Context: an optimization exercise on an open-source flow, tuned for small area, a short achievable clock period and few clock cycles per item. The choices shown serve that exercise and are no tape-out recipe. At most, simulation tests tie the RTL to the original design; equivalence was not proved.

## fft16
module fft16 (
    input  wire              clk,
    input  wire              rst_n,
    input  wire              start,
    input  wire signed [8:0] din_i,
    input  wire signed [8:0] din_q,
    output wire              ready,
    output wire              dout_valid,
    output wire signed [8:0] dout_i,
    output wire signed [8:0] dout_q
);
localparam OFF_M1 = 1;             
localparam OFF_W1 = 3;             
localparam OFF_S2 = 10;            
localparam OFF_M2 = 12;            
localparam OFF_W2 = 16;            
localparam OFF_S3 = 18;            
localparam OFF_M3 = 20;            
localparam OFF_S4 = 24;            
localparam OFF_Y4 = 27;            
localparam Q  = OFF_Y4 / 16;
localparam SM = OFF_Y4 % 16;
reg  [3:0] cnt;
reg        ready_r;
reg        dv_r;
reg  [Q+1:0] hist;                 
wire       acc    = start & (cnt == 4'd15);    
wire [3:0] cnt_n  = cnt + 4'd1;
wire [Q+1:0] hist_n = (cnt == 4'd15) ? {hist[Q:0], acc} : hist;
wire       dv_n   = (cnt_n >= SM) ? hist_n[Q] : hist_n[Q+1];
always @(posedge clk or negedge rst_n) begin
    if (!rst_n) begin
        cnt     <= 4'd0;
        hist    <= {(Q+2){1'b0}};
    end else begin
        cnt     <= cnt_n;
        hist    <= hist_n;
    end
end
always @(posedge clk) begin
    ready_r <= rst_n & (cnt == 4'd14);
    dv_r    <= rst_n & dv_n;
end
assign ready      = ready_r;
assign dout_valid = dv_r;
wire [3:0] nw1 = cnt_n - OFF_W1;
wire [3:0] ns2 = cnt_n - OFF_S2;
wire [3:0] nw2 = cnt_n - OFF_W2;
wire [3:0] ns3 = cnt_n - OFF_S3;
wire [3:0] ns4 = cnt_n - OFF_S4;
wire [3:0] m1  = cnt - OFF_M1;     
wire [3:0] m2  = cnt - OFF_M2;
wire [3:0] m3  = cnt - OFF_M3;
reg c1, xc1, c2, xc2, c3, c4;
always @(posedge clk) begin
    c1  <= cnt_n[0];
    xc1 <= nw1[3] & ~nw1[0];
    c2  <= ns2[1];
    xc2 <= nw2[2] & ~nw2[1];
    c3  <= ns3[1];
    c4  <= ns4[0];
end
reg signed [8:0] x0_i, x0_q;
always @(posedge clk) begin
    x0_i <= din_i;
    x0_q <= din_q;
end
wire signed [9:0] b1_i, b1_q;
fft_sdf #(.D(1)) u_s1 (.clk(clk), .c(c1), .x_i(x0_i), .x_q(x0_q), .y_i(b1_i), .y_q(b1_q));
reg signed [9:0] o1_i, o1_q;
  ...
==> flow/config.mk <==
export PLATFORM = sky130hd
export DESIGN_NAME = fft16
export DESIGN_NICKNAME = fft16
export VERILOG_FILES = /design/flow/design.v
export SDC_FILE = /design/flow/constraint.sdc
export NUM_CORES = 4
export LEC_CHECK = 0
export CAP_MARGIN = 20
export CORE_MARGIN = 2
export CORE_UTILIZATION = 55
export CTS_BUF_LIST = sky130_fd_sc_hd__clkbuf_8
export CTS_CLUSTER_DIAMETER = 60
export CTS_CLUSTER_SIZE = 16
export SLEW_MARGIN = 20
==> flow/constraint.sdc <==
create_clock -name core_clock -period 10.0 [get_ports {clk}]
set_input_delay 2.0000 -clock core_clock [delete_from_list [all_inputs] [get_ports {clk}]]
set_output_delay 2.0000 -clock core_clock [all_outputs]
set_load 0.01 [all_outputs]
standard.sh (not shown) runs the stock make flow with config.mk's settings and CLKGATE_MAP_FILE= SYNTH_SCRIPT=/design/flow/synth_recipe.tcl, a recipe that flattens the netlist after the stock synthesis.
==> flow/flow/run.sh <==
#!/bin/bash
# The standard layout (the standard.sh: unchanged synthesis and steps),
# with the port buffers made of sky130_fd_sc_hd__buf_2 cells instead of the
# delay-buffer cells buffer_ports picks by default, and timing repair asked
# to leave a setup margin of 6.9 ns (the clock period stays 10 ns).
export BUFFER_PORTS_ARGS="-buffer_cell sky130_fd_sc_hd__buf_2"
export SETUP_SLACK_MARGIN=6.9
bash standard.sh > standard.log 2>&1
Testbench counts at the start, summed over its fixed seeds: cycles 6,368, frames 384.
Change:
--- a/flow/design.v
+++ b/flow/design.v
@@ -104,44 +104,45 @@
     input  wire               kf,
     input  wire               ng,
     output reg  signed [8:0]  y
 );
 wire signed [18:0] te = t;
 wire signed [18:0] ee = e;
 wire f = HAS_F ? kf : 1'b0;
 wire [7:0]  kc = k0 ? (ng ? 8'd192 : 8'd65) :
                  k1 ? (ng ? 8'd192 : 8'd64) :
                  kg ? (ng ? 8'd157 : 8'd66) :
                       (ng ? 8'd183 : 8'd65);
-wire [18:0] s1 = (f | kg) ? (te <<< 6) : (te <<< 7);
-wire [18:0] s2 = f ? ~(te <<< 4) : kg ? (te <<< 5) : k0 ? ~te : 19'd0;
-wire [18:0] s3 = f ? te : kg ? ~(te <<< 2) : 19'd0;
-wire [18:0] s4 = f ? ee : kg ? ~te : 19'd0;
-wire [18:0] a1, b1, a2, b2, r1, r2;
+wire [18:0] s1 = ({19{f | kg}} & (te <<< 6)) | ({19{~(f | kg)}} & (te <<< 7)) | {13'd0, kc[5:0]};
+wire [18:0] s2 = ({19{f}} & ~(te <<< 4)) | ({19{kg}} & (te <<< 5)) | ({19{k0}} & ~te);
+wire [18:0] s3 = ({19{f}} & te) | ({19{kg}} & ~(te <<< 2));
+wire [18:0] s4 = ({19{f}} & ee) | ({19{kg}} & ~te);
+wire [18:0] a1, b1, r1, r2;
 fft_csa c1 (.x(s1), .y(s2), .z(s3), .s(a1), .c(b1));
-fft_csa c2 (.x(a1), .y(b1), .z(s4), .s(a2), .c(b2));
-fft_csa c3 (.x(a2), .y(b2), .z({11'd0, kc}), .s(r1), .c(r2));
-wire [4:0]  lo = {1'b0, r1[3:0]} + {1'b0, r2[3:0]};
-wire [2:0]  gg = r1[6:4] & r2[6:4];
-wire [2:0]  pp = r1[6:4] | r2[6:4];
+fft_csa c2 (.x(a1), .y(b1), .z(s4), .s(r1), .c(r2));
+wire [6:0]  gg = r1[6:0] & r2[6:0];
+wire [6:0]  pp = r1[6:0] ^ r2[6:0];
+wire        c6 = gg[5] | (pp[5] & gg[4]) | (&pp[5:4] & gg[3]) | (&pp[5:3] & gg[2])
+               | (&pp[5:2] & gg[1]) | (&pp[5:1] & gg[0]);
+wire        c7 = gg[6] | (pp[6] & c6);
+wire [1:0]  lc = {1'b0, c7} + {1'b0, kc[6] & (pp[6] ^ c6)};
 reg  [10:0] h1_r, h2_r;
-reg         glo_r, ghi_r, phi_r;
+reg  [1:0]  lc_r;
+reg         k7_r;
 always @(posedge clk) begin
-    h1_r  <= r1[17:7];
-    h2_r  <= r2[17:7];
-    glo_r <= lo[4];
-    ghi_r <= gg[2] | (pp[2] & gg[1]) | (pp[2] & pp[1] & gg[0]);
-    phi_r <= &pp;
+    h1_r <= r1[17:7];
+    h2_r <= r2[17:7];
+    lc_r <= lc;
+    k7_r <= kc[7];
 end
-wire        lc = ghi_r | (phi_r & glo_r);
-wire [10:0] ph = h1_r + h2_r + {10'd0, lc};
+wire [10:0] ph = h1_r + h2_r + ({9'd0, lc_r} + {10'd0, k7_r});
 wire signed [8:0] ys;
 fft_sat #(.W(11)) s (.x(ph), .y(ys));
 always @(posedge clk) y <= ys;
 endmodule
 module fft_tw2 (
     input  wire              clk,
     input  wire signed [9:0] u,
     input  wire signed [9:0] v,
     input  wire        [1:0] sel,      
     input  wire              ngq,
     input  wire        [1:0] k,        
@@ -230,39 +231,39 @@
 localparam OFF_W2 = 16;            
 localparam OFF_S3 = 18;            
 localparam OFF_M3 = 20;            
 localparam OFF_S4 = 24;            
 localparam OFF_Y4 = 27;            
 localparam Q  = OFF_Y4 / 16;
 localparam SM = OFF_Y4 % 16;
 reg  [3:0] cnt;
 reg        ready_r;
 reg        dv_r;
 reg  [Q+1:0] hist;                 
-wire       acc    = start & (cnt == 4'd15);    
+wire       acc    = start & ready_r;
 wire [3:0] cnt_n  = cnt + 4'd1;
 wire [Q+1:0] hist_n = (cnt == 4'd15) ? {hist[Q:0], acc} : hist;
 wire       dv_n   = (cnt_n >= SM) ? hist_n[Q] : hist_n[Q+1];
 always @(posedge clk or negedge rst_n) begin
     if (!rst_n) begin
         cnt     <= 4'd0;
+        ready_r <= 1'b0;
+        dv_r    <= 1'b0;
         hist    <= {(Q+2){1'b0}};
     end else begin
         cnt     <= cnt_n;
+        ready_r <= (cnt == 4'd14);
+        dv_r    <= dv_n;
         hist    <= hist_n;
     end
 end
-always @(posedge clk) begin
-    ready_r <= rst_n & (cnt == 4'd14);
-    dv_r    <= rst_n & dv_n;
-end
 assign ready      = ready_r;
 assign dout_valid = dv_r;
 wire [3:0] nw1 = cnt_n - OFF_W1;
 wire [3:0] ns2 = cnt_n - OFF_S2;
 wire [3:0] nw2 = cnt_n - OFF_W2;
 wire [3:0] ns3 = cnt_n - OFF_S3;
 wire [3:0] ns4 = cnt_n - OFF_S4;
 wire [3:0] m1  = cnt - OFF_M1;     
 wire [3:0] m2  = cnt - OFF_M2;
 wire [3:0] m3  = cnt - OFF_M3;
 reg c1, xc1, c2, xc2, c3, c4;
Effect: The changed run passed the timing, DRC and antenna checks. Cell area rises by 0.66%. Sequential share of layout area came out lower by 0.17 points. Cell count fell by about 2.3%. Routed wire length grows by about 7%. Synthesized cell count fell by 3.6%. Via count rose by about 1.8%. Global-route usage rose by 1.6 points. Critical path depth went up by 13.
Only the layout flow was run in the second run of this note; the RTL was not checked for function there.

re-timing with driven ports:
No port has a modelled driver above. Below, the same layouts with a new extraction and two added sets of constraints.
Step 1, drivers: a clkbuf_16 drives clk and a buf_2 each remaining input, both assumed.
Step 2, shift: input delay + t, output delay - t, t = (earliest + latest rising clock arrival at the registers) / 2. This alone moves slack from input paths to output paths.
a / b / c = ideal ports / drivers / drivers and shift; a / b = the first two.
run | t, ns | setup WS [ns] | hold slack, ns | worst setup path at the end | cell pins on the clock port's net
the first run | 0.766 | 6.779 / 6.717 / 7.019 | 0.314 / 0.314 / 0.314 | register to register | 1
the second run | 0.774 | 6.192 / 6.192 / 6.192 | 0.327 / 0.327 / 0.327 | register to register | 1
After both steps setup and hold are still met in every run listed.
